Background: an optimization exercise with open tools, aiming at small area. Do not read the settings as production practice. The RTL was checked by simulation tests, not by an equivalence proof against the original design. The flow treats the clock pin as an ideal source, which a real chip does not have. Power is estimated from default activity; no workload was simulated.

`flow/design.v`:
```
module votingmachine(
    input reset,
    input clk,
    input mode,
    input button1,
    input button2,
    input button3,
    input button4,
    output [7:0] leds
);
    wire [3:0] btn = {button4, button3, button2, button1};
    reg  [3:0] st [0:3];
    wire [3:0] vv;
    genvar g;
    generate
        for (g = 0; g < 4; g = g + 1) begin : deb
            assign vv[g] = st[g][3] & st[g][2] & st[g][1];
            always @(posedge clk or posedge reset) begin
                if (reset) st[g] <= 4'd0;
                else if (btn[g]) begin
                    if (st[g] == 4'd10) st[g] <= 4'hF;
                    else if (st[g][3] & st[g][1] & st[g][0]) st[g] <= 4'hB;   
                    else if (st[g] == 4'hE) st[g] <= 4'd1;
                    else st[g] <= st[g] + 4'd1;
                end else begin
                    if (st[g] == 4'd10) st[g] <= 4'hE;
                    else st[g] <= 4'd0;
                end
            end
        end
    endgenerate
    wire       any = |vv;
    wire [1:0] idx = vv[0] ? 2'd0 : vv[1] ? 2'd1 : vv[2] ? 2'd2 : 2'd3;
    reg [7:0] cnt [0:3];
    generate
        for (g = 0; g < 4; g = g + 1) begin : vc
            always @(posedge clk or posedge reset) begin
                if (reset) cnt[g] <= 8'd0;
                else if (!mode && any && idx == g) cnt[g] <= cnt[g] + 8'd1;
            end
        end
    endgenerate
    reg [2:0] ds;
    always @(posedge clk or posedge reset) begin
        if (reset) ds <= 3'd0;
        else if (mode) ds <= any ? {1'b1, idx} : 3'd0;
        else ds <= {2'b00, any};
    end
    assign leds = ds[2] ? cnt[ds[1:0]] : {8{ds[0]}};
endmodule
```
`flow/run.sh`:
```
#!/bin/bash
# synth_recipe.tcl (not shown) runs the flow's synth.tcl, then flattens the netlist and writes it again
# the make line also repeats each setting of config.mk as NAME=value (left out here)
make -C /OpenROAD-flow-scripts/flow DESIGN_CONFIG=/design/flow/config.mk WORK_HOME=/design/flow/orfs CLKGATE_MAP_FILE= SYNTH_SCRIPT=/design/flow/synth_recipe.tcl finish
```
`flow/config.mk`:
```
export PLATFORM = sky130hd
export DESIGN_NAME = votingmachine
export DESIGN_NICKNAME = votingmachine
export VERILOG_FILES = /design/flow/design.v
export SDC_FILE = /design/flow/constraint.sdc
export NUM_CORES = 4
export LEC_CHECK = 0
export CAP_MARGIN = 20
export CORE_MARGIN = 2
export CORE_UTILIZATION = 40
export SLEW_MARGIN = 20
```
`flow/constraint.sdc`:
```
create_clock -name core_clock -period 5.0 [get_ports {clk}]
set_input_delay 1.0000 -clock core_clock [delete_from_list [all_inputs] [get_ports {clk}]]
set_output_delay 1.0000 -clock core_clock [all_outputs]
set_load 0.01 [all_outputs]
```
==> metrics.md, run 1 <==
| Metric | Value |
|---|---|
| Area contributors post-synth | sky130_fd_sc_hd__dfrtp_1 47%, sky130_fd_sc_hd__xnor2_1 7.1%, sky130_fd_sc_hd__mux2_2 5.8%, sky130_fd_sc_hd__nand2_1 3.6%, sky130_fd_sc_hd__o21ai_0 3.3% |
| Overall track demand over capacity in global routing | 0.144 |
| Standard cell with the maximum stage delay on the critical path | sky130_fd_sc_hd__dfrtp_1 |
| Via count of the first global-routing pass | around 1700 |
| Deepest level of the CTS H-tree | 2 |
| Origin of the critical flop-to-flop path | st[0][1] |
| Tcrit/Tclk final | 0.654 |
| Met2 wire len | around 2200 µm |
| Startpoint types | register |
| Global-route wire length before repair | 8560 µm |
| IO buf count | 14 |
| Number of clock buffers inserted by TritonCTS | 5 |
| Cell with the most instances after synthesis | sky130_fd_sc_hd__dfrtp_1 |
| Number of iterations in the first detailed-routing pass | 4 |
| Post CTS Setup Buffer Count | 0 |
| Average vias per placed instance | between 5 and 6 |
| Placed wire-length estimate | 3410 µm |
| Antenna diode instance count | 0 |
| Number of enable-type register cells in the synthesized netlist | 0 |
| Total Power Consumption | 0.000829 W |
| List of cells traversed by the critical path | mux2_2 > a21oi_1 > a31oi_1 > clkdlybuf4s50_1 |
| Most common library cells after synthesis | 51 x sky130_fd_sc_hd__dfrtp_1, 26 x sky130_fd_sc_hd__nand2_1, 22 x sky130_fd_sc_hd__xnor2_1 |
| Number of nets in the layout | roughly 280 |
| Average wire per cell in the routed design | around 14 µm |
| Met1 wire length | about 2500 µm |
| Die width | 86.3 µm |
| Share of the yosys chip area belonging to registers | 0.471 |
| Area grow syn2layout | 11.1% |
| CTS resizes | 0 |
| Highest fanout seen on the critical path | 16 |
| Largest stage delay on the critical path | 0.81 ns |
| Maximum count of clock buffers along a single path | 2 |
| Number of synthesized register bits | 51 |
| Min-delay worst type | register to register |
| GR Overflow Total | 0 |
| CP arrival | between 2 and 2.5 ns |
| Antenna violation net count after detailed routing | 0 |
| Syn Std Cell Area | approximately 2700 µm² |
| Post-Route Utilization | 0.466 |
| Reg clk slew, reported paths | roughly 0.10 ns |
| Clock tree from TritonCTS | built |
| Fin crit period | 3.27 ns |
| Total of endpoints with negative setup slack in the final report | 0 |
| Final Hold Fails | 0 |
| Number of distinct library cells after synthesis | 36 |
| Total met3 wirelength after detailed routing | 120 µm |
| Hold Startpoint | cnt[0][7] |
| Max-cap check violation count | 0 |
| Beginning of the critical path | ds[1] |
| Pin slew with the least headroom to its limit | roughly 0.88 ns |
| Gate family responsible for the most delay along the worst path | flip-flops |
| Initial antenna violation count | 0 |
| Max Clock Freq | between 300 and 400 MHz |
| Area taken by flip-flops and latches | roughly 1300 µm² |
| Area of the core region | around 6500 µm² |
| IO Pins | 15 |
| Number of DRC violations after detailed routing | 0 |
| Required time at the worst-slack endpoint | 4.00 ns |
| Worst hold slack | 0.476 ns |
| Total clock sinks | just over 50 |
| Per-instance average area after synthesis | approximately 10 µm² |
| Post-synthesis cell count | roughly 260 |
| Net count after synthesis | around 270 |
| Most used flip-flop cell after synthesis | sky130_fd_sc_hd__dfrtp_1 |
| Synth top area share | 0.471 |
| FILL cells | slightly above 600 |
| Normalized max-slew margin | 0.411 |
| GPL Wtd Cong | ~0.75 |
| P_leak | between 1 and 1.5 nW |
| Total negative slack for setup checks | 0 ns |
| Die Height | 86.3 µm |
| Wirelength, routed | around 4900 µm |
| Effective utilization at floorplan | 0.419 |
| Synth async-reset ratio | 1.00 |
| Largest net degree at the start of global routing | 52 |
| Die Footprint | around 7400 µm² |
| Clock insertion delay at the later pin of the skew report | between 0.3 and 0.4 ns |
| Clock tree root buffer cell | sky130_fd_sc_hd__clkbuf_8 |
| Endpoint kind of the worst setup timing path | primary output |
| Area used by multi-input combinational logic | ~1300 µm² |
| Count of hold buffers inserted by post-cts repair | 0 |
| Share of final-layout standard cells stronger than drive strength 1 | 0.110 |
| Setup skew after layout | just over 0.008 ns |
| Crit path buffers/inverters | 1 |
| Cell type with the largest total area after synthesis | sky130_fd_sc_hd__dfrtp_1 |
| Number of core rows | 29 |
| Max-slew violation count | 0 |
| RSZ-0062 raised after global routing | false |
| Number of vias after detailed routing | 1864 |
| Number of violations reported at the end of detailed-routing iteration 0 | between 100 and 150 |
| Yosys Warn Count | 3 |
| Total power per unit cell area | 275 nW/µm² |
| Highest routed metal layer | met4 |
| Largest voltage drop on the vdd net | ~0.15 mV |
| Status | timing/DRC/antenna clean |
| Startpoint-to-endpoint class of the critical path | register to primary output |
==> state kept, by name, summed over array words and instances, names as in the netlist <==
name and cells:
cnt 32, ds 3, st 16
==> metrics by stage <==
stage	setup slack, ns	cell area (µm²)	instances
detailed placement	2.09	2870	342
global placement	2.11	2870	342
global route	1.63	3010	350
CTS	1.74	3010	350
finish	1.73	3010	350
floorplan	2.73	2710	263
==> logic make-up after synthesis <==
kind of cell | synth area share
compound gates | 0.123
xor+xnor | 0.0933
fa+ha+maj | 0.0185
buf+inv | 0.0379
flops | 0.471
mux | 0.0933
simple gates | 0.162
==> power breakdown <==
group,switching [W],internal (W),leakage [nW]
logic,0.0000252,0.0000229,0.554
clock network,0.000143,0.000200,0.0644
registers,0.0000169,0.000421,0.700
==> path summary, 6_finish.rpt <==
kind | to | slack, ns | cells past startpoint
worst max-delay path | leds[4] | 1.73 | 4
worst min-delay path | cnt[0][7] | 0.48 | 1
worst max register to register | cnt[1][1] | 3.15 | 3
worst min register to register | cnt[0][7] | 0.48 | 1
max in group asynchronous | st[3][0] | 3.31 | 2
min in group asynchronous | st[2][0] | 1.16 | 2
==> final cells by class <==
cell class | count | area share
Clock inverter | 3 | 0.0225
Tap cell | 77 | 0.0320
Sequential cell | 51 | 0.424
Multi-Input combinational cell | 192 | 0.442
Inverter | 8 | 0.0104
Timing Repair Buffer | 14 | 0.0466
Clock buffer | 5 | 0.0229
==> placed cells by master, fill, tap and decap left out <==
master,instances
sky130_fd_sc_hd__dfrtp_1,51
sky130_fd_sc_hd__nand2_1,26
sky130_fd_sc_hd__xnor2_1,22
sky130_fd_sc_hd__o21ai_0,18
sky130_fd_sc_hd__a21oi_1,17
sky130_fd_sc_hd__nand4_1,14
sky130_fd_sc_hd__mux2_2,14
sky130_fd_sc_hd__clkdlybuf4s50_1,14
sky130_fd_sc_hd__nor2_1,12
sky130_fd_sc_hd__and3_1,8
sky130_fd_sc_hd__mux2i_1,8
sky130_fd_sc_hd__a31oi_1,8
sky130_fd_sc_hd__inv_1,7
sky130_fd_sc_hd__nand2b_1,7
sky130_fd_sc_hd__a22o_1,7
sky130_fd_sc_hd__xor2_1,5
sky130_fd_sc_hd__clkbuf_8,5
sky130_fd_sc_hd__nand3_1,4
sky130_fd_sc_hd__ha_1,4
sky130_fd_sc_hd__o22ai_1,3
sky130_fd_sc_hd__and4_4,2
sky130_fd_sc_hd__nor2b_1,2
sky130_fd_sc_hd__bufinv_16,2
sky130_fd_sc_hd__nand4b_1,1
sky130_fd_sc_hd__and3_4,1
sky130_fd_sc_hd__nand3_2,1
sky130_fd_sc_hd__and4bb_1,1
sky130_fd_sc_hd__mux2_4,1
sky130_fd_sc_hd__and4b_1,1
sky130_fd_sc_hd__o21bai_1,1
sky130_fd_sc_hd__a32oi_1,1
sky130_fd_sc_hd__or2b_1,1
sky130_fd_sc_hd__clkinv_2,1
sky130_fd_sc_hd__a31oi_2,1
sky130_fd_sc_hd__xor2_2,1
sky130_fd_sc_hd__clkinvlp_4,1
==> layer usage <==
| layer | global-route usage | up-vias |
|---|---|---|
| met2 | 0.216 | 16 |
| li1 | - | 954 |
| met4 | 0.0426 | 0 |
| met1 | 0.212 | 889 |
| met3 | 0.0276 | 5 |
| met5 | 0 | - |
==> run 2, diff against run 1 <==
==> flow/design.v (replaced) <==
module votingmachine(
    input reset,
    input clk,
    input mode,
    input button1,
    input button2,
    input button3,
    input button4,
    output [7:0] leds
);
    wire [3:0] btn = {button4, button3, button2, button1};
    wire [3:0] vv;
    genvar g;
    generate
        for (g = 0; g < 4; g = g + 1) begin : deb
            reg  [3:0] st;
            reg        nb, at10, v;
            always @(*) begin
                case (st)
                    4'b0001, 4'b0011, 4'b0101, 4'b1010: nb = 1'b0;
                    default:                            nb = 1'b1;
                endcase
                at10 = (st == 4'b1011) | (st == 4'b1110);
                v    = (st == 4'b0111) | (st == 4'b1000) | (st == 4'b1100);
            end
            assign vv[g] = v;
            always @(posedge clk or posedge reset) begin
                if (reset)       st <= 4'b0000;
                else if (btn[g]) st <= {st[2:0], nb};
                else             st <= {at10, 3'b000};
            end
        end
    endgenerate
    wire       any = |vv;
    wire [1:0] idx = vv[0] ? 2'd0 : vv[1] ? 2'd1 : vv[2] ? 2'd2 : 2'd3;
    wire [3:0] en;
    assign en[0] = !mode & vv[0];
    assign en[1] = !mode & !vv[0] & vv[1];
    assign en[2] = !mode & !vv[0] & !vv[1] & vv[2];
    assign en[3] = !mode & !vv[0] & !vv[1] & !vv[2] & vv[3];
    reg [7:0] cnt [0:3];
    generate
        for (g = 0; g < 4; g = g + 1) begin : vc
            wire [8:0] t;
            assign t[0] = en[g];
            genvar b;
            for (b = 0; b < 8; b = b + 1) begin : bt
                assign t[b+1] = t[b] & cnt[g][b];
            end
            always @(posedge clk or posedge reset) begin
                if (reset) cnt[g] <= 8'd0;
                else cnt[g] <= cnt[g] ^ t[7:0];
            end
        end
    endgenerate
    reg [2:0] ds;
    always @(posedge clk or posedge reset) begin
        if (reset) ds <= 3'd0;
        else if (mode) ds <= any ? {1'b1, idx} : 3'd0;
        else ds <= {2'b00, any};
    end
    assign leds = ds[2] ? cnt[ds[1:0]] : {8{ds[0]}};
endmodule
==> metrics.md, run 2 <==
| Metric | Value |
|---|---|
| Largest stage delay on the critical path | 0.91 ns (+0.10 ns) |
| Total of endpoints with negative setup slack in the final report | 0 (unchanged) |
| Number of enable-type register cells in the synthesized netlist | 0 (unchanged) |
| Share of the yosys chip area belonging to registers | 0.540 (+0.0689) |
| IO Pins | 15 (unchanged) |
| Synth top area share | 0.540 (+0.0689) |
| Area grow syn2layout | 13.9% |
| Average vias per placed instance | 4.92 (-7.6%) |
| Setup skew after layout | 0.00736 ns (-0.000800 ns) |
| Post-synthesis share of cell area spent on full adders, half adders and majority gates | 0.148 (+0.130) |
| Min-delay worst type | register to register |
| Die width | 80.9 µm (-6.3%) |
| GPL Wtd Cong | 0.693 (-7.4%) |
| Part of the total power dissipated in sequential elements | 0.562 (+0.034) |
| Post-Route Utilization | 0.480 (+0.0140) |
| Total Power Consumption | 0.000863 W (+4.2%) |
| Syn Std Cell Area | 2360 µm² (-13%) |
| Startpoint types | register |
| Origin of the critical flop-to-flop path | deb[2].st[0] |
| Die Footprint | 6540 µm² (-12%) |
| Dominant combinational cell family by area after synthesis | adder cells |
| Pin slew with the least headroom to its limit | 0.860 ns (-0.0229 ns) |
| Overall track demand over capacity in global routing | 0.128 (-0.0158) |
| CTS resizes | 0 (unchanged) |
| Average wire per cell in the routed design | 12.5 µm (-10%) |
| Initial antenna violation count | 0 (unchanged) |
| IO buf count | 14 (unchanged) |
| Number of flip-flops under the largest register name | 32 (unchanged) |
| Cells on Worst Hold Path | 1 (unchanged) |
| Final design instance area without fill | 2690 µm² (-11%) |
| Count of cells along the worst register-to-register path | 11 (+8) |
| Per-instance average area after synthesis | 12.2 µm² (+18%) |
| RSZ-0062 raised after global routing | false |
| Via count of the first global-routing pass | 1440 (-17%) |
| Power share of the clock group | 0.341 (-0.072) |
| Count of hold buffers inserted by post-cts repair | 0 (unchanged) |
| Largest voltage drop on the vdd net | 0.168 mV (+12%) |
| Synth async-reset ratio | 1.00 (unchanged) |
| Cell with the most instances after synthesis | sky130_fd_sc_hd__dfrtp_1 |
| Area contributors post-synth | sky130_fd_sc_hd__dfrtp_1 54%, sky130_fd_sc_hd__ha_1 15%, sky130_fd_sc_hd__mux2i_1 8.5%, sky130_fd_sc_hd__nand2_1 4.6%, sky130_fd_sc_hd__o21ai_0 2.8% |
| Hold Startpoint | cnt[2][7] |
| Share of final-layout standard cells stronger than drive strength 1 | 0.0755 (-0.0344) |
| Max-slew violation count | 0 (unchanged) |
| Startpoint-to-endpoint class of the critical path | register to primary output |
| Number of distinct library cells after synthesis | 29 (-19%) |
| Max-cap check violation count | 0 (unchanged) |
| Fraction of synthesized area in multiplexers | 0.0847 (-0.00860) |
| Post-synthesis cell count | 194 (-26%) |
| Number of synthesized register bits | 51 (unchanged) |
| Number of violations reported at the end of detailed-routing iteration 0 | 48 (-54%) |
| Cell type with the largest total area after synthesis | sky130_fd_sc_hd__dfrtp_1 |
| Area used by multi-input combinational logic | 1060 µm² (-20%) |
| Most used flip-flop cell after synthesis | sky130_fd_sc_hd__dfrtp_1 |
| Placed wire-length estimate | 2580 µm (-25%) |
| Switching fraction of total power | 0.237 (+0.0139) |
| Post CTS Setup Buffer Count | 0 (unchanged) |
| Reg2Reg Setup Slack | 2.42 ns (-0.73 ns) |
| Standard cell with the maximum stage delay on the critical path | sky130_fd_sc_hd__dfrtp_1 |
| GR Overflow Total | 0 (unchanged) |
| Fin crit period | 3.27 ns (-0.00128 ns) |
| Die Height | 80.9 µm (-6.3%) |
| Total power per unit cell area | 321 nW/µm² (+16%) |
| Max Clock Freq | 306 MHz (about the same) |
| Yosys Warn Count | 2 (-1) |
| Area of the core region | 5610 µm² (-13%) |
| Simple logic cell fraction of the synthesized area | 0.121 (-0.0409) |
| Most frequent standard cell in the layout excluding fill and tap cells | sky130_fd_sc_hd__dfrtp_1 |
| Psw | 0.000205 W (+11%) |
| Global-route wire length before repair | 6290 µm (-26%) |
| Clock tree from TritonCTS | built |
| Most flop-heavy register | cnt |
| Total cell area at the placement stage | 2570 µm² (-10%) |
| Antenna violation net count after detailed routing | 0 (unchanged) |
| Most common library cells after synthesis | 51 x sky130_fd_sc_hd__dfrtp_1, 29 x sky130_fd_sc_hd__nand2_1, 28 x sky130_fd_sc_hd__ha_1 |
| Clock insertion delay at the later pin of the skew report | 0.30 ns (about the same) |
| P_leak | 1.34 nW (+1.3%) |
| Post-synthesis share of cell area spent on xor and xnor gates | 0.0148 (-0.0785) |
| Largest registers | cnt: 32 flops, deb.st: 16 flops, ds: 3 flops |
| Number of nets in the layout | 246 (-13%) |
| Effective utilization at floorplan | 0.421 (+0.00202) |
| Maximum count of clock buffers along a single path | 2 (unchanged) |
| Capture instance of the worst register-to-register path | cnt[2][7] |
| Number of core rows | 27 (-6.9%) |
| Net count after synthesis | 229 (-16%) |
| Endpoint kind of the worst setup timing path | primary output |
| Number of DRC violations after detailed routing | 0 (unchanged) |
| Highest fanout seen on the critical path | 16 (unchanged) |
| Synthesized-area fraction occupied by ao, oa, aoi and oai cells | 0.0805 (-0.0429) |
| Area taken by flip-flops and latches | 1280 µm² (unchanged) |
| Total negative slack for setup checks | 0 ns (unchanged) |
| Status | timing/DRC/antenna clean |
| Total clock sinks | 51 (unchanged) |
| Wirelength, routed | 3540 µm (-27%) |
| Number of iterations in the first detailed-routing pass | 4 (unchanged) |
| FILL cells | 530 (-14%) |
| Number of clock buffers inserted by TritonCTS | 5 (unchanged) |
| Antenna diode instance count | 0 (unchanged) |
| Normalized max-slew margin | 0.426 (+0.0153) |
| Reg clk slew, reported paths | 0.09 ns (about the same) |
| Clock tree root buffer cell | sky130_fd_sc_hd__clkbuf_8 |
| Required time at the worst-slack endpoint | 4.00 ns (about the same) |
| Leading cell types in the layout, fill and taps excluded | 51 x sky130_fd_sc_hd__dfrtp_1, 29 x sky130_fd_sc_hd__nand2_1, 28 x sky130_fd_sc_hd__ha_1 |
| Power share of the combinational group | 0.098 (+0.040) |
| CP arrival | 2.27 ns (about the same) |
| Largest net degree at the start of global routing | 52 (unchanged) |
| Deepest level of the CTS H-tree | 2 (unchanged) |
| Hold Path Sink | cnt[2][7] |
| Number of vias after detailed routing | 1398 (-25%) |
| Internal | 0.000658 W (+2.3%) |
| Tcrit/Tclk final | 0.653 (about the same) |
| List of cells traversed by the critical path | mux2i_1 > o21ai_0 > clkdlybuf4s50_1 |
| Final Hold Fails | 0 (unchanged) |
| Worst hold slack | 0.467 ns (-0.00943 ns) |
-- run 2: cell count changes after synthesis, moves of 7 or more --
| cell | before | now |
|---|---|---|
| sky130_fd_sc_hd__ha_1 | 4 | 28 |
| sky130_fd_sc_hd__xnor2_1 | 22 | 0 |
| sky130_fd_sc_hd__mux2_2 | 14 | 0 |
| sky130_fd_sc_hd__nand4_1 | 14 | 0 |
| sky130_fd_sc_hd__a21oi_1 | 17 | 4 |
| sky130_fd_sc_hd__mux2i_1 | 8 | 20 |
| sky130_fd_sc_hd__and2_1 | 0 | 9 |
| sky130_fd_sc_hd__a31oi_1 | 8 | 0 |
| sky130_fd_sc_hd__and3_1 | 8 | 0 |
| sky130_fd_sc_hd__a22o_1 | 7 | 0 |
| sky130_fd_sc_hd__inv_1 | 8 | 1 |
-- run 2: cells by family (layout without fill, tap and decap cells) --
logic type | after synthesis | count (layout)
fa+ha+maj | 28 | 28
mux | 20 | 20
simple gates | 58 | 58
buf+inv | 5 | 23
flops | 51 | 51
xor+xnor | 4 | 4
compound gates | 28 | 28
-- run 2: how the worst max path moves through the flow --
stage	startpoint	depth (start not counted)	end
3_3_place_gp	mode	10	cnt[2][7]
5_1_grt	ds[1]	3	leds[2]
6_report	ds[1]	3	leds[0]
4_1_cts	ds[1]	5	leds[2]
2_1_floorplan	mode	9	cnt[2][7]
3_5_place_dp	mode	10	cnt[0][7]
-- run 2: metrics by stage --
step	worst slack, ns	std cells
after floorplan	2.50	194
after global placement	1.77	276
after detailed placement	1.76	276
after CTS	1.71	284
after global routing	1.53	284
final	1.73	284
-- run 2: layer usage --
metal,share of wire,wire length (µm),track usage,vias up
li1,-,-,-,712
met1,0.48,1690,0.156,662
met2,0.47,1650,0.207,19
met3,0.040,143,0.0500,5
met4,0.014,48,0.0458,0
met5,0,0,0,-
-- run 2: cell type report --
cell class,instances,share of cell area
Clock buffer,6,0.0307
Clock inverter,2,0.0130
Inverter,1,0.00186
Multi-Input combinational cell,138,0.395
Sequential cell,51,0.474
Tap cell,72,0.0335
Timing Repair Buffer,14,0.0521
-- run 2: power by group through the flow --
stage / Clock (W) / Sequential (W) / Combinational (W)
floorplan: 0 / 0.000484 / 0.0000588
detailed placement: 0 / 0.000494 / 0.0000870
finish: 0.000294 / 0.000485 / 0.0000842
CTS: 0.000308 / 0.000486 / 0.0000870
global placement: 0 / 0.000494 / 0.0000840
global route: 0.000330 / 0.000493 / 0.000101
-- run 2: critical path, delay by kind of cell (launching register included) --
kind                   cells  cell delay, ns
DFF                        1            0.91
muxes                      1            0.19
AOI/OAI and AO/OA          1            0.28
buffers and inverters      1            0.59
==> run 3, diff against run 2 <==
==> flow/flow/run.sh (new file) <==
#!/bin/bash
# Standard ORFS layout (the standard.sh), with two changes:
#  - ports are buffered with the smallest buffer (buf_1) instead of the
#    default choice;
#  - CTS uses small clock buffers and inserts no dummy balancing loads.
set -euo pipefail
export BUFFER_PORTS_ARGS="-buffer_cell sky130_fd_sc_hd__buf_1"
export CTS_ARGS="-sink_clustering_enable -repair_clock_nets -dont_use_dummy_load -buf_list {sky130_fd_sc_hd__clkbuf_2 sky130_fd_sc_hd__clkbuf_4 sky130_fd_sc_hd__clkbuf_8}"
bash standard.sh > standard_flow.log 2>&1
==> flow/standard.sh (new file) <==
#!/bin/bash
# synth_recipe.tcl (not shown) runs the flow's synth.tcl, then flattens the netlist and writes it again
# the make line also repeats each setting of config.mk as NAME=value (left out here)
make -C /OpenROAD-flow-scripts/flow DESIGN_CONFIG=/design/flow/config.mk WORK_HOME=/design/flow/orfs CLKGATE_MAP_FILE= SYNTH_SCRIPT=/design/flow/synth_recipe.tcl "${@:-finish}"
removed: flow/run.sh
==> metrics.md, run 3 <==
| Metric | Value |
|---|---|
| Origin of the critical flop-to-flop path | deb[0].st[0] |
| Largest net degree at the start of global routing | 52 (unchanged) |
| RSZ-0062 raised after global routing | false |
| Total clock sinks | 51 (unchanged) |
| Met2 Track Usage GR | 0.192 (-0.0149) |
| Max-slew violation count | 0 (unchanged) |
| Most used routing layer | met2 |
| Normalized max-slew margin | 0.428 (+0.00209) |
| Cell repeated most along the worst path | sky130_fd_sc_hd__nand2_1 |
| Area of the core region | 5610 µm² (unchanged) |
| Clock tree from TritonCTS | built |
| Area contributors post-synth | sky130_fd_sc_hd__dfrtp_1 54%, sky130_fd_sc_hd__ha_1 15%, sky130_fd_sc_hd__mux2i_1 8.5%, sky130_fd_sc_hd__nand2_1 4.6%, sky130_fd_sc_hd__o21ai_0 2.8% |
| Most flop-heavy register | cnt |
| GR Overflow Total | 0 (unchanged) |
| Met1 routing resource usage after global routing | 0.150 (-0.00530) |
| Die Height | 80.9 µm (unchanged) |
| Worst hold slack | 0.474 ns (+0.00706 ns) |
| Placed wire-length estimate | 2510 µm (-2.6%) |
| Most common library cells after synthesis | 51 x sky130_fd_sc_hd__dfrtp_1, 29 x sky130_fd_sc_hd__nand2_1, 28 x sky130_fd_sc_hd__ha_1 |
| Max-cap check violation count | 0 (unchanged) |
| CP arrival | 1.87 ns (-0.40 ns) |
| Total power per unit cell area | 302 nW/µm² (-6.0%) |
| Syn Std Cell Area | 2360 µm² (unchanged) |
| Clock tree root buffer cell | sky130_fd_sc_hd__clkbuf_8 |
| Average vias per placed instance | 5.09 (+3.3%) |
| Hold Startpoint | cnt[2][7] |
| Initial antenna violation count | 0 (unchanged) |
| Synth top area share | 0.540 (unchanged) |
| Total of endpoints with negative setup slack in the final report | 0 (unchanged) |
| Pin slew with the least headroom to its limit | 0.857 ns (-0.00313 ns) |
| Startpoint-to-endpoint class of the critical path | register to primary output |
| Global-route wire length before repair | 6000 µm (-4.6%) |
| Share of the yosys chip area belonging to registers | 0.540 (unchanged) |
| Total negative slack for setup checks | 0 ns (unchanged) |
| FILL cells | 553 (+4.3%) |
| Number of iterations in the first detailed-routing pass | 4 (unchanged) |
| Number of vias after detailed routing | 1429 (+2.2%) |
| Number of enable-type register cells in the synthesized netlist | 0 (unchanged) |
| Number of core rows | 27 (unchanged) |
| IO Pins | 15 (unchanged) |
| Largest voltage drop on the vdd net | 0.164 mV (-2.5%) |
| Die Footprint | 6540 µm² (unchanged) |
| Most frequent standard cell in the layout excluding fill and tap cells | sky130_fd_sc_hd__dfrtp_1 |
| Net count after synthesis | 229 (unchanged) |
| Most used flip-flop cell after synthesis | sky130_fd_sc_hd__dfrtp_1 |
| Hold Path Sink | cnt[2][7] |
| Average wire per cell in the routed design | 12.2 µm (-2.0%) |
| Min-delay worst type | register to register |
| Number of distinct library cells after synthesis | 29 (unchanged) |
| Count of cells along the worst register-to-register path | 12 (+1) |
| Number of violations reported at the end of detailed-routing iteration 0 | 70 (+46%) |
| Antenna diode instance count | 0 (unchanged) |
| Setup skew after layout | 0.0184 ns (+0.0110 ns) |
| Effective utilization at floorplan | 0.421 (unchanged) |
| Cells on Worst Hold Path | 1 (unchanged) |
| Reg clk slew, reported paths | 0.08 ns (about the same) |
| Die width | 80.9 µm (unchanged) |
| Synth async-reset ratio | 1.00 (unchanged) |
| Tcrit/Tclk final | 0.574 (-0.0800) |
| Standard cell with the maximum stage delay on the critical path | sky130_fd_sc_hd__dfrtp_1 |
| Via count of the first global-routing pass | 1405 (-2.4%) |
| Status | timing/DRC/antenna clean |
| Post CTS Setup Buffer Count | 0 (unchanged) |
| Largest stage delay on the critical path | 0.90 ns (about the same) |
| Max Clock Freq | 349 MHz (+14%) |
| Largest registers | cnt: 32 flops, deb.st: 16 flops, ds: 3 flops |
| Post-synthesis cell count | 194 (unchanged) |
| Share of final-layout standard cells stronger than drive strength 1 | 0.0622 (-0.0133) |
| Number of synthesized register bits | 51 (unchanged) |
| Number of nets in the layout | 246 (unchanged) |
| Required time at the worst-slack endpoint | 4.00 ns (about the same) |
| Fin crit period | 2.87 ns (-0.400 ns) |
| Maximum count of clock buffers along a single path | 2 (unchanged) |
| Yosys Warn Count | 2 (unchanged) |
| Gate family responsible for the most delay along the worst path | flip-flops |
| CTS resizes | 0 (unchanged) |
| GPL Wtd Cong | 0.697 (+0.52%) |
| Crit path buffers/inverters | 1 (unchanged) |
| Cell with the most instances after synthesis | sky130_fd_sc_hd__dfrtp_1 |
| Final Hold Fails | 0 (unchanged) |
| IO buf count | 14 (unchanged) |
| Reg2Reg Setup Slack | 2.40 ns (-0.02 ns) |
| Total Power Consumption | 0.000771 W (-11%) |
| List of cells traversed by the critical path | mux2i_1 > nand2_1 > nand2_1 > o21ai_0 > buf_1 |
| Cell type with the largest total area after synthesis | sky130_fd_sc_hd__dfrtp_1 |
| Leading cell types in the layout, fill and taps excluded | 51 x sky130_fd_sc_hd__dfrtp_1, 29 x sky130_fd_sc_hd__nand2_1, 28 x sky130_fd_sc_hd__ha_1 |
| Startpoint types | register |
| Cell total after placement | 276 (unchanged) |
| Overall track demand over capacity in global routing | 0.122 (-0.00629) |
| Deepest level of the CTS H-tree | 2 (unchanged) |
| Clock insertion delay at the later pin of the skew report | 0.30 ns (about the same) |
| Antenna violation net count after detailed routing | 0 (unchanged) |
| Number of clock buffers inserted by TritonCTS | 5 (unchanged) |
| Area grow syn2layout | 8.16% |
| Capture instance of the worst register-to-register path | cnt[3][7] |
| P_leak | 1.27 nW (-4.5%) |
| Number of DRC violations after detailed routing | 0 (unchanged) |
| Per-instance average area after synthesis | 12.2 µm² (unchanged) |
| Met3 demand-to-capacity share in global routing | 0.0356 (-0.0144) |
| Endpoint kind of the worst setup timing path | primary output |
| Post-Route Utilization | 0.456 (-0.0243) |
| Post-layout instance count excluding filler cells | 281 (-1.1%) |
| Number of flip-flops under the largest register name | 32 (unchanged) |
| Count of hold buffers inserted by post-cts repair | 0 (unchanged) |
| Highest fanout seen on the critical path | 16 (unchanged) |
| Wirelength, routed | 3430 µm (-3.1%) |
run 3: cell counts after synthesis:
Identical to the previous run, type by type.
run 3: worst max-delay path by stage:
stage | start | to | slack, ns | cells after the start
after floorplan | mode | cnt[2][7] | 2.50 | 9
after global placement | mode | cnt[2][7] | 2.11 | 10
after detailed placement | mode | cnt[3][7] | 2.10 | 10
after CTS | ds[1] | leds[0] | 2.06 | 5
after global routing | ds[1] | leds[0] | 1.95 | 5
final | ds[1] | leds[0] | 2.13 | 5
run 3: kinds of logic after synthesis:
logic type      after synthesis  synth area share
flops                        51             0.540
compound gates               28            0.0805
simple gates                 58             0.121
buf+inv                       5            0.0101
mux                          20            0.0847
xor+xnor                      4            0.0148
fa+ha+maj                    28             0.148
run 3: layer usage:
metal | part of all wire | wire (µm) | vias to the layer above
met3 | 0.042 | 145 | 6
met2 | 0.45 | 1550 | 20
met1 | 0.48 | 1660 | 696
met5 | 0 | 0 | -
met4 | 0.022 | 76 | 0
li1 | - | - | 707
run 3: power breakdown:
| part | total (W) | internal (W) | leakage (nW) | switching [W] |
|---|---|---|---|---|
| Clock | 0.000211 | 0.0000905 | 0.0359 | 0.000121 |
| Sequential | 0.000485 | 0.000454 | 0.688 | 0.0000315 |
| Combinational | 0.0000739 | 0.0000326 | 0.551 | 0.0000413 |
run 3: area by class of cell:
cell class	instances	area [µm²]	area share
Clock buffer	5	68.8	0.0269
Inverter	1	5.00	0.00196
Multi-Input combinational cell	138	1060	0.416
Sequential cell	51	1280	0.500
Tap cell	72	90.1	0.0353
Timing Repair Buffer	14	52.6	0.0206
run 3: per-stage QoR:
step | worst slack, ns | instance area (µm²)
finish | 2.13 | 2550
global route | 1.95 | 2550
CTS | 2.06 | 2550
detailed placement | 2.10 | 2480
global placement | 2.11 | 2480
floorplan | 2.50 | 2360
==> run 4, diff against run 3 <==
==> flow/flow/run.sh (replaced) <==
#!/bin/bash
# Standard ORFS layout (the standard.sh), with two changes:
#  - ports are buffered with the smallest buffer (buf_1) instead of the
#    default choice;
#  - CTS uses small clock buffers and inserts no dummy balancing loads.
set -euo pipefail
export BUFFER_PORTS_ARGS="-buffer_cell sky130_fd_sc_hd__buf_1"
export CTS_ARGS="-sink_clustering_enable -repair_clock_nets -dont_use_dummy_load -buf_list {sky130_fd_sc_hd__clkbuf_4}"
bash standard.sh > standard_flow.log 2>&1
--- a/flow/config.mk
+++ b/flow/config.mk
@@ -7,5 +7,5 @@
 export LEC_CHECK = 0
 export CAP_MARGIN = 20
 export CORE_MARGIN = 2
-export CORE_UTILIZATION = 40
+export CORE_UTILIZATION = 70
 export SLEW_MARGIN = 20
==> metrics.md, run 4 <==
| Metric | Value |
|---|---|
| Highest fanout seen on the critical path | 16 (unchanged) |
| RSZ-0062 raised after global routing | false |
| Setup skew after layout | 0.0160 ns (-0.00233 ns) |
| Die Height | 62.1 µm (-23%) |
| Via count of the first global-routing pass | 1415 (+0.71%) |
| Antenna violation net count after detailed routing | 0 (unchanged) |
| Largest registers | cnt: 32 flops, deb.st: 16 flops, ds: 3 flops |
| Net count after synthesis | 229 (unchanged) |
| Average wire per cell in the routed design | 13.5 µm (+10%) |
| Synth top area share | 0.540 (unchanged) |
| Synth async-reset ratio | 1.00 (unchanged) |
| Number of DRC violations after detailed routing | 0 (unchanged) |
| CTS resizes | 0 (unchanged) |
| Total power per unit cell area | 287 nW/µm² (-4.8%) |
| Fin crit period | 2.93 ns (+0.0627 ns) |
| Gate family responsible for the most delay along the worst path | flip-flops |
| Power share of the combinational group | 0.103 (+0.007) |
| Cell total after placement | 250 (-9.4%) |
| Average vias per placed instance | 5.75 (+13%) |
| Crit path setup slack, layout | 2.07 ns (-0.0627 ns) |
| Startpoint-to-endpoint class of the critical path | register to primary output |
| Standard cell with the maximum stage delay on the critical path | sky130_fd_sc_hd__dfrtp_1 |
| Clock tree from TritonCTS | built |
| Number of clock buffers inserted by TritonCTS | 5 (unchanged) |
| Status | timing/DRC/antenna clean |
| FILL cells | 232 (-58%) |
| Tcrit/Tclk final | 0.586 (+0.0125) |
| Cells on Worst Hold Path | 1 (unchanged) |
| Internal | 0.000534 W (-7.5%) |
| Worst hold slack | 0.479 ns (+0.00552 ns) |
| Clock tree root buffer cell | sky130_fd_sc_hd__clkbuf_4 |
| Psw | 0.000182 W (-6.1%) |
| P_leak | 1.26 nW (-1.0%) |
| Most common library cells after synthesis | 51 x sky130_fd_sc_hd__dfrtp_1, 29 x sky130_fd_sc_hd__nand2_1, 28 x sky130_fd_sc_hd__ha_1 |
| IO Pins | 15 (unchanged) |
| Antenna diode instance count | 0 (unchanged) |
| Switching fraction of total power | 0.254 (+0.00292) |
| Area grow syn2layout | 5.46% |
| Logic depth of the worst setup path including buffers | 5 (unchanged) |
| Pin slew with the least headroom to its limit | 0.836 ns (-0.0213 ns) |
| Largest stage delay on the critical path | 0.90 ns (about the same) |
| Number of nets in the layout | 246 (unchanged) |
| Cell with the most instances after synthesis | sky130_fd_sc_hd__dfrtp_1 |
| Min-delay worst type | register to register |
| Leading cell types in the layout, fill and taps excluded | 51 x sky130_fd_sc_hd__dfrtp_1, 29 x sky130_fd_sc_hd__nand2_1, 28 x sky130_fd_sc_hd__ha_1 |
| Required time at the worst-slack endpoint | 4.00 ns (about the same) |
| Count of cells along the worst register-to-register path | 11 (-1) |
| Part of the total power dissipated in sequential elements | 0.679 (+0.049) |
| Global-route wire length before repair | 5710 µm (-4.8%) |
| List of cells traversed by the critical path | mux2i_1 > nand2_1 > nand2_1 > o21ai_0 > buf_1 |
| Startpoint types | register |
| Cell type with the largest total area after synthesis | sky130_fd_sc_hd__dfrtp_1 |
| GR Overflow Total | 0 (unchanged) |
| Number of vias after detailed routing | 1466 (+2.6%) |
| Cell repeated most along the worst path | sky130_fd_sc_hd__nand2_1 |
| Max-cap check violation count | 0 (unchanged) |
| Area of the core region | 3280 µm² (-41%) |
| Largest net degree at the start of global routing | 52 (unchanged) |
| Max-slew violation count | 0 (unchanged) |
| Overall track demand over capacity in global routing | 0.211 (+0.0893) |
| Yosys Warn Count | 2 (unchanged) |
| Per-instance average area after synthesis | 12.2 µm² (unchanged) |
| Most flop-heavy register | cnt |
| Endpoint kind of the worst setup timing path | primary output |
| Share of final-layout standard cells stronger than drive strength 1 | 0.0622 (unchanged) |
| Power share of the clock group | 0.218 (-0.056) |
| Setup WS pre-CTS | 2.10 ns (-0.00384 ns) |
| Number of core rows | 21 (-22%) |
| Reg clk slew, reported paths | 0.12 ns (+0.04 ns) |
| Clock insertion delay at the later pin of the skew report | 0.35 ns (+0.05 ns) |
| Normalized max-slew margin | 0.442 (+0.0142) |
| Number of synthesized register bits | 51 (unchanged) |
| Syn Std Cell Area | 2360 µm² (unchanged) |
| Deepest level of the CTS H-tree | 2 (unchanged) |
| Most frequent standard cell in the layout excluding fill and tap cells | sky130_fd_sc_hd__dfrtp_1 |
| Number of flip-flops under the largest register name | 32 (unchanged) |
| Post-Route Utilization | 0.758 (+0.303) |
| Placed wire-length estimate | 2640 µm (+5.2%) |
| Count of hold buffers inserted by post-cts repair | 0 (unchanged) |
| Area contributors post-synth | sky130_fd_sc_hd__dfrtp_1 54%, sky130_fd_sc_hd__ha_1 15%, sky130_fd_sc_hd__mux2i_1 8.5%, sky130_fd_sc_hd__nand2_1 4.6%, sky130_fd_sc_hd__o21ai_0 2.8% |
| GPL Wtd Cong | 0.723 (+3.7%) |
| Die Footprint | 3860 µm² (-41%) |
| Number of iterations in the first detailed-routing pass | 4 (unchanged) |
| Total clock sinks | 51 (unchanged) |
| Post-layout instance count excluding filler cells | 255 (-9.3%) |
| Most used flip-flop cell after synthesis | sky130_fd_sc_hd__dfrtp_1 |
| Number of distinct library cells after synthesis | 29 (unchanged) |
| Total of endpoints with negative setup slack in the final report | 0 (unchanged) |
| Initial antenna violation count | 0 (unchanged) |
| Total negative slack for setup checks | 0 ns (unchanged) |
| Final Hold Fails | 0 (unchanged) |
| CP arrival | 1.93 ns (+0.06 ns) |
| Number of enable-type register cells in the synthesized netlist | 0 (unchanged) |
| IO buf count | 14 (unchanged) |
| Share of the yosys chip area belonging to registers | 0.540 (unchanged) |
| Post-synthesis cell count | 194 (unchanged) |
| Maximum count of clock buffers along a single path | 2 (unchanged) |
| Crit path buffers/inverters | 1 (unchanged) |
| Effective utilization at floorplan | 0.719 (+0.298) |
| Max Clock Freq | 341 MHz (-2.1%) |
| Number of violations reported at the end of detailed-routing iteration 0 | 55 (-21%) |
| Die width | 62.1 µm (-23%) |
| Largest voltage drop on the vdd net | 0.250 mV (+52%) |
| Post CTS Setup Buffer Count | 0 (unchanged) |
| Wirelength, routed | 3430 µm (about the same) |
## run 4: logic make-up (layout without fill, tap and decap cells)
group,Yosys count,after routing,synth area share
adders and majority gates,28,28,0.148
and+or+nand+nor,58,58,0.121
AOI/OAI and AO/OA,28,28,0.0805
xor gates and xnor gates,4,4,0.0148
DFF,51,51,0.540
buffers and inverters,5,20,0.0101
muxes,20,20,0.0847
## run 4: power groups by stage
stage          Combinational (W)  Sequential, W  Clock (W)
6_report               0.0000734       0.000486   0.000156
5_1_grt                0.0000878       0.000492   0.000181
4_1_cts                0.0000765       0.000487   0.000164
3_5_place_dp           0.0000764       0.000495          0
3_3_place_gp           0.0000718       0.000492          0
2_1_floorplan          0.0000588       0.000484          0
## run 4: routing by layer
metal | track usage | vias up | share of wire
met5 | 0 | - | 0
met3 | 0.0704 | 6 | 0.035
met1 | 0.222 | 727 | 0.42
li1 | - | 711 | -
met2 | 0.387 | 22 | 0.53
met4 | 0.0790 | 0 | 0.018
## run 4: area by class of cell
type / instances / area (µm²) / share of cell area
sequential: 51 / 1280 / 0.512
multi-input combinational: 138 / 1060 / 0.426
tap: 46 / 57.6 / 0.0231
timing repair buffer: 14 / 52.6 / 0.0211
clock buffer: 5 / 37.5 / 0.0151
inverter: 1 / 5.00 / 0.00201
## run 4: metrics by stage
step	power (W)	cell area [µm²]
6_report	0.000716	2490
5_1_grt	0.000762	2490
4_1_cts	0.000727	2490
3_5_place_dp	0.000572	2450
3_3_place_gp	0.000564	2450
2_1_floorplan	0.000543	2360
## run 4: path summary, 6_finish.rpt
kind	startpoint	slack [ns]	endpoint
worst max-delay path	ds[1]	2.07	leds[6]
worst max register to register	deb[2].st[0]	2.38	cnt[2][7]
worst min-delay path	cnt[0][7]	0.48	cnt[0][7]
max in group asynchronous	reset	3.74	deb[1].st[3]
min in group asynchronous	reset	0.75	cnt[2][0]
worst min register to register	cnt[0][7]	0.48	cnt[0][7]
## run 4: worst register-to-register path, stage by stage (launching register included)
cell                      delay (ns)
sky130_fd_sc_hd__dfrtp_1        0.45
sky130_fd_sc_hd__and2b_1        0.19
sky130_fd_sc_hd__a32oi_1        0.33
sky130_fd_sc_hd__nor3_1         0.10
sky130_fd_sc_hd__ha_1           0.20
sky130_fd_sc_hd__ha_1           0.18
sky130_fd_sc_hd__ha_1           0.18
sky130_fd_sc_hd__ha_1           0.18
sky130_fd_sc_hd__ha_1           0.18
sky130_fd_sc_hd__ha_1           0.18
sky130_fd_sc_hd__ha_1           0.19
sky130_fd_sc_hd__xor2_1         0.15
==> run 5, diff against run 4 <==
--- a/flow/design.v
+++ b/flow/design.v
@@ -56,8 +56,7 @@
     reg [2:0] ds;
     always @(posedge clk or posedge reset) begin
         if (reset) ds <= 3'd0;
-        else if (mode) ds <= any ? {1'b1, idx} : 3'd0;
-        else ds <= {2'b00, any};
+        else ds <= {mode & any, idx[1], any & (!mode | idx[0])};
     end
     assign leds = ds[2] ? cnt[ds[1:0]] : {8{ds[0]}};
 endmodule
==> flow/flow/run.sh (replaced) <==
#!/bin/bash
# Layout flow: the standard ORFS flow (standard.sh) with these changes:
#  - synthesis is the standard flow's synthesis script unchanged except that ABC maps
#    the logic with an area-oriented script (flow/area.abc) instead of
#    ORFS's speed script; registers are mapped before ABC, as before;
#  - ports are buffered with sky130_fd_sc_hd__buf_1;
set -euo pipefail
HERE=$(pwd)

# Synthesis script: ORFS's synth.tcl with the ABC script swapped.
sed "s|log_cmd abc {\*}\$abc_args|set abc_args [lreplace \$abc_args 1 1 $HERE/flow/area.abc]\n  log_cmd abc {*}\$abc_args|" \
  "$FLOW_HOME/scripts/synth.tcl" > "$HERE/synth_area.tcl"
grep -q "flow/area.abc" "$HERE/synth_area.tcl"
sed "s|source \$::env(SCRIPTS_DIR)/synth.tcl|source $HERE/synth_area.tcl|" synth_recipe.tcl > "$HERE/synth_recipe_area.tcl"
grep -q "synth_area.tcl" "$HERE/synth_recipe_area.tcl"
sed "s|SYNTH_SCRIPT=[^ ]*|SYNTH_SCRIPT=$HERE/synth_recipe_area.tcl|" standard.sh > "$HERE/standard_area.sh"
grep -q "synth_recipe_area.tcl" "$HERE/standard_area.sh"

export BUFFER_PORTS_ARGS="-buffer_cell sky130_fd_sc_hd__buf_1"
export POST_CTS_TCL="$HERE/flow/post_cts.tcl"
export CTS_ARGS="-sink_clustering_enable -repair_clock_nets -dont_use_dummy_load -buf_list {sky130_fd_sc_hd__clkbuf_4}"

bash "$HERE/standard_area.sh" synth > "$HERE/synth.log" 2>&1
bash standard.sh > "$HERE/layout.log" 2>&1
==> flow/flow/area.abc (new file) <==
strash
dch
map -a
topo
dnsize
==> flow/flow/post_cts.tcl (new file) <==
proc clk_sink_slew { inst } {
  set net [get_nets -of_objects [get_pins [get_full_name $inst]/X]]
  set worst 0
  foreach p [get_pins -of_objects $net -filter "direction==input"] {
    set s [get_property $p slew_max]
    if { $s > $worst } { set worst $s }
  }
  return $worst
}
set leaves {}
set root {}
foreach inst [get_cells clkbuf_*] {
  set net [get_nets -of_objects [get_pins [get_full_name $inst]/X]]
  set has_ff 0
  foreach p [get_pins -of_objects $net -filter "direction==input"] {
    if { [get_property $p is_clock] } { set has_ff 1 }
  }
  if { $has_ff } { lappend leaves $inst } else { lappend root $inst }
}
estimate_parasitics -placement
foreach inst $root {
  puts "clock root [get_full_name $inst]: [get_property $inst ref_name] -> sky130_fd_sc_hd__clkbuf_2"
  replace_cell $inst sky130_fd_sc_hd__clkbuf_2
}
foreach inst $leaves {
  foreach cell {sky130_fd_sc_hd__clkbuf_4 sky130_fd_sc_hd__clkbuf_8 sky130_fd_sc_hd__clkbuf_16} {
    replace_cell $inst $cell
    estimate_parasitics -placement
    set s [clk_sink_slew $inst]
    puts "clock leaf [get_full_name $inst]: $cell slew $s"
    if { $s < 0.115 } { break }
  }
}
detailed_placement
check_placement -verbose
estimate_parasitics -placement
foreach inst $leaves { puts "final leaf [get_full_name $inst] [get_property $inst ref_name] [clk_sink_slew $inst]" }
==> metrics.md, run 5 <==
| Metric | Value |
|---|---|
| Synth top area share | 0.573 (+0.0328) |
| Number of iterations in the first detailed-routing pass | 4 (unchanged) |
| Cell type with the largest total area after synthesis | sky130_fd_sc_hd__dfrtp_1 |
| Syn Std Cell Area | 2230 µm² (-5.7%) |
| RSZ-0062 raised after global routing | false |
| Share of the yosys chip area belonging to registers | 0.573 (+0.0328) |
| Min-delay worst type | register to register |
| Largest net degree at the start of global routing | 52 (unchanged) |
| Synth async-reset ratio | 1.00 (unchanged) |
| Tcrit/Tclk final | 0.599 (+0.0135) |
| Startpoint-to-endpoint class of the critical path | register to primary output |
| Number of flip-flops under the largest register name | 32 (unchanged) |
| Area contributors post-synth | sky130_fd_sc_hd__dfrtp_1 57%, sky130_fd_sc_hd__ha_1 16%, sky130_fd_sc_hd__clkinv_1 3.9%, sky130_fd_sc_hd__nor2_1 3.7%, sky130_fd_sc_hd__o21ai_0 3.4% |
| Initial antenna violation count | 0 (unchanged) |
| Post-synthesis cell count | 197 (+1.5%) |
| Number of core rows | 20 (-4.8%) |
| Total Power Consumption | 0.000854 W (+19%) |
| Hold Path Sink | cnt[1][7] |
| Pin slew with the least headroom to its limit | 0.825 ns (-0.0104 ns) |
| Die width | 60.4 µm (-2.7%) |
| Total negative slack for setup checks | 0 ns (unchanged) |
| Final Hold Fails | 0 (unchanged) |
| Number of distinct library cells after synthesis | 16 (-45%) |
| Average wire per cell in the routed design | 13.2 µm (-1.8%) |
| IO buf count | 14 (unchanged) |
| Startpoint types | register |
| List of cells traversed by the critical path | clkinv_1 > nor2_1 > a22o_1 > a221oi_1 > o21ai_0 > buf_1 |
| P_leak | 1.23 nW (-2.2%) |
| Per-instance average area after synthesis | 11.3 µm² (-7.2%) |
| Largest registers | cnt: 32 flops, deb.st: 16 flops, ds: 3 flops |
| Status | timing/DRC/antenna clean |
| Die Footprint | 3650 µm² (-5.4%) |
| FILL cells | 192 (-17%) |
| Number of violations reported at the end of detailed-routing iteration 0 | 71 (+29%) |
| Clock tree from TritonCTS | built |
| Via count of the first global-routing pass | 1419 (+0.28%) |
| Largest stage delay on the critical path | 0.44 ns (-0.46 ns) |
| Setup WS pre-CTS | 2.08 ns (-0.0207 ns) |
| Number of vias after detailed routing | 1473 (+0.48%) |
| Crit path buffers/inverters | 2 (+1) |
| Overall track demand over capacity in global routing | 0.223 (+0.0117) |
| Leading cell types in the layout, fill and taps excluded | 51 x sky130_fd_sc_hd__dfrtp_1, 28 x sky130_fd_sc_hd__ha_1, 22 x sky130_fd_sc_hd__clkinv_1, 22 x sky130_fd_sc_hd__nor2_1, 16 x sky130_fd_sc_hd__nand2_1 |
| Most used flip-flop cell after synthesis | sky130_fd_sc_hd__dfrtp_1 |
| Most flop-heavy register | cnt |
| Fin crit period | 3.00 ns (+0.0673 ns) |
| CP arrival | 2.00 ns (+0.07 ns) |
| Clock insertion delay at the later pin of the skew report | 0.38 ns (+0.03 ns) |
| Wirelength, routed | 3440 µm (+0.17%) |
| Max Clock Freq | 334 MHz (-2.2%) |
| Max-cap check violation count | 0 (unchanged) |
| Total power per unit cell area | 358 nW/µm² (+25%) |
| Average vias per placed instance | 5.67 (-1.5%) |
| Number of DRC violations after detailed routing | 0 (unchanged) |
| Most common library cells after synthesis | 51 x sky130_fd_sc_hd__dfrtp_1, 28 x sky130_fd_sc_hd__ha_1, 23 x sky130_fd_sc_hd__clkinv_1 |
| Cell with the most instances after synthesis | sky130_fd_sc_hd__dfrtp_1 |
| Net count after synthesis | 232 (+1.3%) |
| Hold Startpoint | cnt[1][7] |
| Normalized max-slew margin | 0.449 (+0.00697) |
| Area of the core region | 3030 µm² (-7.8%) |
| Total of endpoints with negative setup slack in the final report | 0 (unchanged) |
| Setup skew after layout | 0.0291 ns (+0.0130 ns) |
| Number of enable-type register cells in the synthesized netlist | 0 (unchanged) |
| Crit path setup slack, layout | 2.00 ns (-0.0673 ns) |
| GPL Wtd Cong | 0.750 (+3.8%) |
| Standard cell with the maximum stage delay on the critical path | sky130_fd_sc_hd__nor2_1 |
| Origin of the critical flop-to-flop path | deb[1].st[3] |
| IO Pins | 15 (unchanged) |
| Effective utilization at floorplan | 0.736 (+0.0163) |
| Most frequent standard cell in the layout excluding fill and tap cells | sky130_fd_sc_hd__dfrtp_1 |
| Global-route wire length before repair | 5800 µm (+1.5%) |
| Highest fanout seen on the critical path | 8 (-8) |
| Share of final-layout standard cells stronger than drive strength 1 | 0.0278 (-0.0344) |
| Largest voltage drop on the vdd net | 0.248 mV (-0.77%) |
| Count of cells along the worst register-to-register path | 14 (+3) |
| Antenna violation net count after detailed routing | 0 (unchanged) |
| Cells on Worst Hold Path | 1 (unchanged) |
| Logic depth of the worst setup path including buffers | 6 (+1) |
| Capture instance of the worst register-to-register path | cnt[3][7] |
| Endpoint kind of the worst setup timing path | primary output |
| Placed wire-length estimate | 2660 µm (+0.86%) |
| Die Height | 60.4 µm (-2.7%) |
| Required time at the worst-slack endpoint | 4.00 ns (about the same) |
| Area grow syn2layout | 7.02% |
| Number of synthesized register bits | 51 (unchanged) |
| Max-slew violation count | 0 (unchanged) |
| Total clock sinks | 51 (unchanged) |
| Yosys Warn Count | 2 (unchanged) |
| Gate family responsible for the most delay along the worst path | compound AO/OA/AOI/OAI gates |
| Number of nets in the layout | 253 (+2.8%) |
| Reg clk slew, reported paths | 0.08 ns (-0.04 ns) |
| Antenna diode instance count | 0 (unchanged) |
| Reg2Reg Setup Slack | 2.43 ns (+0.05 ns) |
| GR Overflow Total | 0 (unchanged) |
[run 5: through the flow]
step                hold slack (ns)  instance area [µm²]  utilization  cells
floorplan                     0.442                 2230            -    197
global placement              0.457                 2330        0.771    255
detailed placement            0.467                 2330        0.771    255
global route                  0.499                 2380        0.787    260
finish                        0.478                 2380        0.787    260
[run 5: worst max-delay path by stage]
stage	to	slack (ns)	from
detailed placement	cnt[3][7]	2.08	mode
floorplan	cnt[3][7]	2.37	mode
global route	leds[5]	1.88	ds[0]
global placement	cnt[3][7]	2.13	mode
finish	leds[1]	2.00	ds[0]
[run 5: cells by family after synthesis]
family / after synthesis / synth area share
AO/OA/AOI/OAI: 47 / 0.135
XOR/XNOR: 5 / 0.0197
adder cells (fa/ha/maj): 28 / 0.157
buffers and inverters: 23 / 0.0388
flip-flops: 51 / 0.573
AND/OR/NAND/NOR: 43 / 0.0758
[run 5: final cells by class]
class	instances	area [µm²]	share of cell area
sequential	51	1280	0.535
multi-input combinational	123	865	0.363
inverter	23	87.6	0.0367
tap	44	55.1	0.0231
timing repair buffer	14	52.6	0.0220
clock buffer	5	47.5	0.0199
[run 5: where the power goes]
part / switching [W] / internal [W] / total, W
registers: 0.0000466 / 0.000483 / 0.000529
logic: 0.0000964 / 0.0000607 / 0.000157
clock network: 0.000108 / 0.0000598 / 0.000168
[run 5: layer usage]
layer / GRT usage / share of wire
met5: 0 / 0
met4: 0.0698 / 0.012
met3: 0.0618 / 0.032
met2: 0.410 / 0.53
met1: 0.249 / 0.42
[run 5: worst register-to-register path, stage by stage (launching register included)]
cell	delay [ns]
sky130_fd_sc_hd__dfrtp_1	0.41
sky130_fd_sc_hd__nand2_1	0.09
sky130_fd_sc_hd__o21ai_0	0.08
sky130_fd_sc_hd__a21oi_1	0.22
sky130_fd_sc_hd__nor2_1	0.11
sky130_fd_sc_hd__nand2_1	0.09
sky130_fd_sc_hd__nor3_1	0.06
sky130_fd_sc_hd__ha_1	0.18
sky130_fd_sc_hd__ha_1	0.18
sky130_fd_sc_hd__ha_1	0.17
sky130_fd_sc_hd__ha_1	0.18
sky130_fd_sc_hd__ha_1	0.18
sky130_fd_sc_hd__ha_1	0.18
sky130_fd_sc_hd__ha_1	0.19
sky130_fd_sc_hd__xor2_1	0.14
==> run 6, diff against run 5 <==
--- a/flow/design.v
+++ b/flow/design.v
@@ -17,10 +17,10 @@
             reg        nb, at10, v;
             always @(*) begin
                 case (st)
-                    4'b0001, 4'b0011, 4'b0101, 4'b1010: nb = 1'b0;
-                    default:                            nb = 1'b1;
+                    4'b0001, 4'b0011, 4'b0101, 4'b1010, 4'b1110: nb = 1'b0;
+                    default: nb = 1'b1;
                 endcase
-                at10 = (st == 4'b1011) | (st == 4'b1110);
+                at10 = (st == 4'b1011);
                 v    = (st == 4'b0111) | (st == 4'b1000) | (st == 4'b1100);
             end
             assign vv[g] = v;
==> metrics.md, run 6 <==
| Metric | Value |
|---|---|
| Part of the total power dissipated in sequential elements | 0.639 (+0.020) |
| Number of synthesized register bits | 51 (unchanged) |
| Min-delay worst type | register to register |
| Average wire per cell in the routed design | 15.5 µm (+17%) |
| Pin slew with the least headroom to its limit | 0.828 ns (+0.00338 ns) |
| IO buf count | 14 (unchanged) |
| Cell with the most instances after synthesis | sky130_fd_sc_hd__dfrtp_1 |
| Most common library cells after synthesis | 51 x sky130_fd_sc_hd__dfrtp_1, 28 x sky130_fd_sc_hd__ha_1, 26 x sky130_fd_sc_hd__clkinv_1 |
| Endpoint kind of the worst setup timing path | primary output |
| Max-cap check violation count | 0 (unchanged) |
| Syn Std Cell Area | 2210 µm² (-0.62%) |
| Cell total after placement | 243 (-4.7%) |
| Total met3 wirelength after detailed routing | 143 µm (+31%) |
| Startpoint types | register |
| Synth top area share | 0.577 (+0.00356) |
| Met1 wire length | 1480 µm (+1.5%) |
| Synth async-reset ratio | 1.00 (unchanged) |
| Clock tree from TritonCTS | built |
| Fin crit period | 3.07 ns (+0.0710 ns) |
| P_leak | 1.23 nW (-0.69%) |
| Per-instance average area after synthesis | 12.0 µm² (+5.8%) |
| Number of distinct library cells after synthesis | 19 (+3) |
| RSZ-0062 raised after global routing | false |
| Reg clk slew, reported paths | 0.08 ns (about the same) |
| Highest fanout seen on the critical path | 8 (unchanged) |
| Number of iterations in the first detailed-routing pass | 5 (+1) |
| Leading cell types in the layout, fill and taps excluded | 51 x sky130_fd_sc_hd__dfrtp_1, 28 x sky130_fd_sc_hd__ha_1, 25 x sky130_fd_sc_hd__clkinv_1 |
| Area of the core region | 3030 µm² (unchanged) |
| Power share of the combinational group | 0.118 (-0.066) |
| Max Clock Freq | 326 MHz (-2.3%) |
| Internal | 0.000562 W (-6.8%) |
| Tcrit/Tclk final | 0.614 (+0.0142) |
| Total negative slack for setup checks | 0 ns (unchanged) |
| Area contributors post-synth | sky130_fd_sc_hd__dfrtp_1 58%, sky130_fd_sc_hd__ha_1 16%, sky130_fd_sc_hd__clkinv_1 4.4%, sky130_fd_sc_hd__a221oi_1 3.2%, sky130_fd_sc_hd__nor2_1 2.9% |
| Number of nets in the layout | 241 (-4.7%) |
| Startpoint-to-endpoint class of the critical path | register to primary output |
| Share of final-layout standard cells stronger than drive strength 1 | 0.0294 (+0.00163) |
| Switching fraction of total power | 0.265 (-0.0288) |
| Average vias per placed instance | 6.26 (+10%) |
| Die width | 60.2 µm (-0.29%) |
| Hold Startpoint | cnt[3][7] |
| Antenna violation net count after detailed routing | 0 (unchanged) |
| FILL cells | 194 (+1.0%) |
| Number of core rows | 20 (unchanged) |
| Origin of the critical flop-to-flop path | deb[1].st[1] |
| CP arrival | 2.07 ns (+0.07 ns) |
| Placed wire-length estimate | 2880 µm (+8.3%) |
| Number of vias after detailed routing | 1552 (+5.4%) |
| Wirelength, routed | 3840 µm (+12%) |
| Share of the yosys chip area belonging to registers | 0.577 (+0.00356) |
| Total power per unit cell area | 322 nW/µm² (-10%) |
| Die Footprint | 3630 µm² (-0.58%) |
| Highest routed metal layer | met4 |
| Status | timing/DRC/antenna clean |
| Most used flip-flop cell after synthesis | sky130_fd_sc_hd__dfrtp_1 |
| Largest registers | cnt: 32 flops, deb.st: 16 flops, ds: 3 flops |
| Most flop-heavy register | cnt |
| Yosys Warn Count | 2 (unchanged) |
| Antenna diode instance count | 0 (unchanged) |
| Initial antenna violation count | 0 (unchanged) |
| Number of enable-type register cells in the synthesized netlist | 0 (unchanged) |
| Number of flip-flops under the largest register name | 32 (unchanged) |
| Number of violations reported at the end of detailed-routing iteration 0 | 67 (-5.6%) |
| Worst hold slack | 0.475 ns (-0.00360 ns) |
| Total Power Consumption | 0.000765 W (-10%) |
| Global-route wire length before repair | 6420 µm (+11%) |
| Normalized max-slew margin | 0.447 (-0.00226) |
| Met2 wire len | 2130 µm (+17%) |
| Cell type with the largest total area after synthesis | sky130_fd_sc_hd__dfrtp_1 |
| Largest voltage drop on the vdd net | 0.241 mV (-3.1%) |
| Clock insertion delay at the later pin of the skew report | 0.40 ns (+0.02 ns) |
| Largest net degree at the start of global routing | 52 (unchanged) |
| Max-slew violation count | 0 (unchanged) |
| Die Height | 60.2 µm (-0.29%) |
| Psw | 0.000203 W (-19%) |
| Via count of the first global-routing pass | 1485 (+4.7%) |
| Setup skew after layout | 0.0381 ns (+0.00898 ns) |
| Total of endpoints with negative setup slack in the final report | 0 (unchanged) |
| GR Overflow Total | 0 (unchanged) |
| Overall track demand over capacity in global routing | 0.249 (+0.0263) |
| Effective utilization at floorplan | 0.731 (-0.00455) |
| Beginning of the critical path | ds[0] |
| IO Pins | 15 (unchanged) |
| GPL Wtd Cong | 0.799 (+6.5%) |
| Power share of the clock group | 0.242 (+0.045) |
| Most frequent standard cell in the layout excluding fill and tap cells | sky130_fd_sc_hd__dfrtp_1 |
| Net count after synthesis | 220 (-5.2%) |
| Post-synthesis cell count | 185 (-6.1%) |
| Final Hold Fails | 0 (unchanged) |
| Total clock sinks | 51 (unchanged) |
| Required time at the worst-slack endpoint | 4.00 ns (about the same) |
| Post-layout instance count excluding filler cells | 248 (-4.6%) |
| Area grow syn2layout | 7.35% |
| Number of DRC violations after detailed routing | 0 (unchanged) |
-- run 6: cell count changes after synthesis, moves of 2 or more --
| cell | delta |
|---|---|
| sky130_fd_sc_hd__a31oi_1 | +3 |
| sky130_fd_sc_hd__a211oi_1 | +2 |
| sky130_fd_sc_hd__o21ai_0 | -5 |
| sky130_fd_sc_hd__nor4_1 | +4 |
| sky130_fd_sc_hd__nand2_1 | -10 |
| sky130_fd_sc_hd__nand3_1 | +2 |
| sky130_fd_sc_hd__a22oi_1 | -3 |
| sky130_fd_sc_hd__nor2_1 | -5 |
| sky130_fd_sc_hd__o32ai_1 | +3 |
| sky130_fd_sc_hd__a311oi_1 | +4 |
| sky130_fd_sc_hd__a21oi_1 | -10 |
| sky130_fd_sc_hd__clkinv_1 | +3 |
-- run 6: final cells by class --
cell class,instances,area (µm²),area share
Clock buffer,5,53.8,0.0226
Inverter,26,98.8,0.0416
Multi-Input combinational cell,108,840,0.353
Sequential cell,51,1280,0.537
Tap cell,44,55.1,0.0232
Timing Repair Buffer,14,52.6,0.0221
-- run 6: worst max-delay path: stages (launching register included) --
cell and delay, ns:
sky130_fd_sc_hd__dfrtp_1 0.40, sky130_fd_sc_hd__clkinv_1 0.16, sky130_fd_sc_hd__nor2_1 0.48, sky130_fd_sc_hd__a22o_1 0.24, sky130_fd_sc_hd__a221oi_1 0.06, sky130_fd_sc_hd__o21ai_0 0.19
sky130_fd_sc_hd__buf_1 0.17
-- run 6: kinds of logic after synthesis --
group,count (synthesis),synth area share
adder cells (fa/ha/maj),28,0.158
XOR/XNOR,4,0.0158
buffers and inverters,26,0.0441
AND/OR/NAND/NOR,35,0.0695
AO/OA/AOI/OAI,41,0.136
flip-flops,51,0.577
-- run 6: routing by layer --
metal,vias to the layer above,track usage
li1,713,-
met1,788,0.283
met2,42,0.447
met3,9,0.0649
met4,0,0.0889
met5,-,0
-- run 6: per-stage QoR --
step                 util  cell area [µm²]  setup WS, ns
finish              0.785             2380          1.93
floorplan               -             2210          2.49
global placement    0.767             2320          2.16
detailed placement  0.767             2320          2.11
global route        0.785             2380          1.79
-- run 6: worst paths after layout --
check	end	slack [ns]	depth (start not counted)
max in group asynchronous	deb[1].st[1]	3.76	2
worst min register to register	cnt[3][7]	0.47	1
worst min-delay path	cnt[3][7]	0.47	1
min in group asynchronous	cnt[1][7]	0.71	2
worst max register to register	cnt[2][7]	2.22	11
worst max-delay path	leds[2]	1.93	6
-- run 6: power groups by stage --
stage	registers, W	logic [W]	clock network, W
3_5_place_dp	0.000497	0.0000921	0
6_report	0.000489	0.0000906	0.000185
2_1_floorplan	0.000489	0.0000646	0
3_3_place_gp	0.000493	0.0000850	0
5_1_grt	0.000494	0.000105	0.000207

==> re-timing with driven ports <==
How much do the figures lean on ideal ports? The routed layouts below were timed once more, with nothing changed but the port constraints. Step 1: set_driving_cell puts a clkbuf_16 on clk and a buf_2 on each other input, an assumption about the parent block. Step 2 also shifts input and output timing later by t, the mid clock arrival at the registers, as if the neighbouring blocks saw the same clock. Slacks: ideal / step 1 / step 2; pairs: ideal / step 1.
run	t, ns	setup WS [ns]	worst setup path after step 2
run 1	0.332	1.731 / 1.703 / 2.035	register to output
run 2	0.325	1.733 / 1.706 / 1.760	input to register
run 3	0.319	2.133 / 2.104 / 2.089	input to register
run 4	0.371	2.070 / 2.045 / 2.106	input to register
run 5	0.385	2.003 / 1.981 / 2.060	input to register
run 6	0.408	1.932 / 1.909 / 2.051	input to register
After both steps every run listed still meets setup and hold. The setup slack of run 3, which loses most, moves by -0.029 ns with the drivers and by -0.044 ns with both steps.
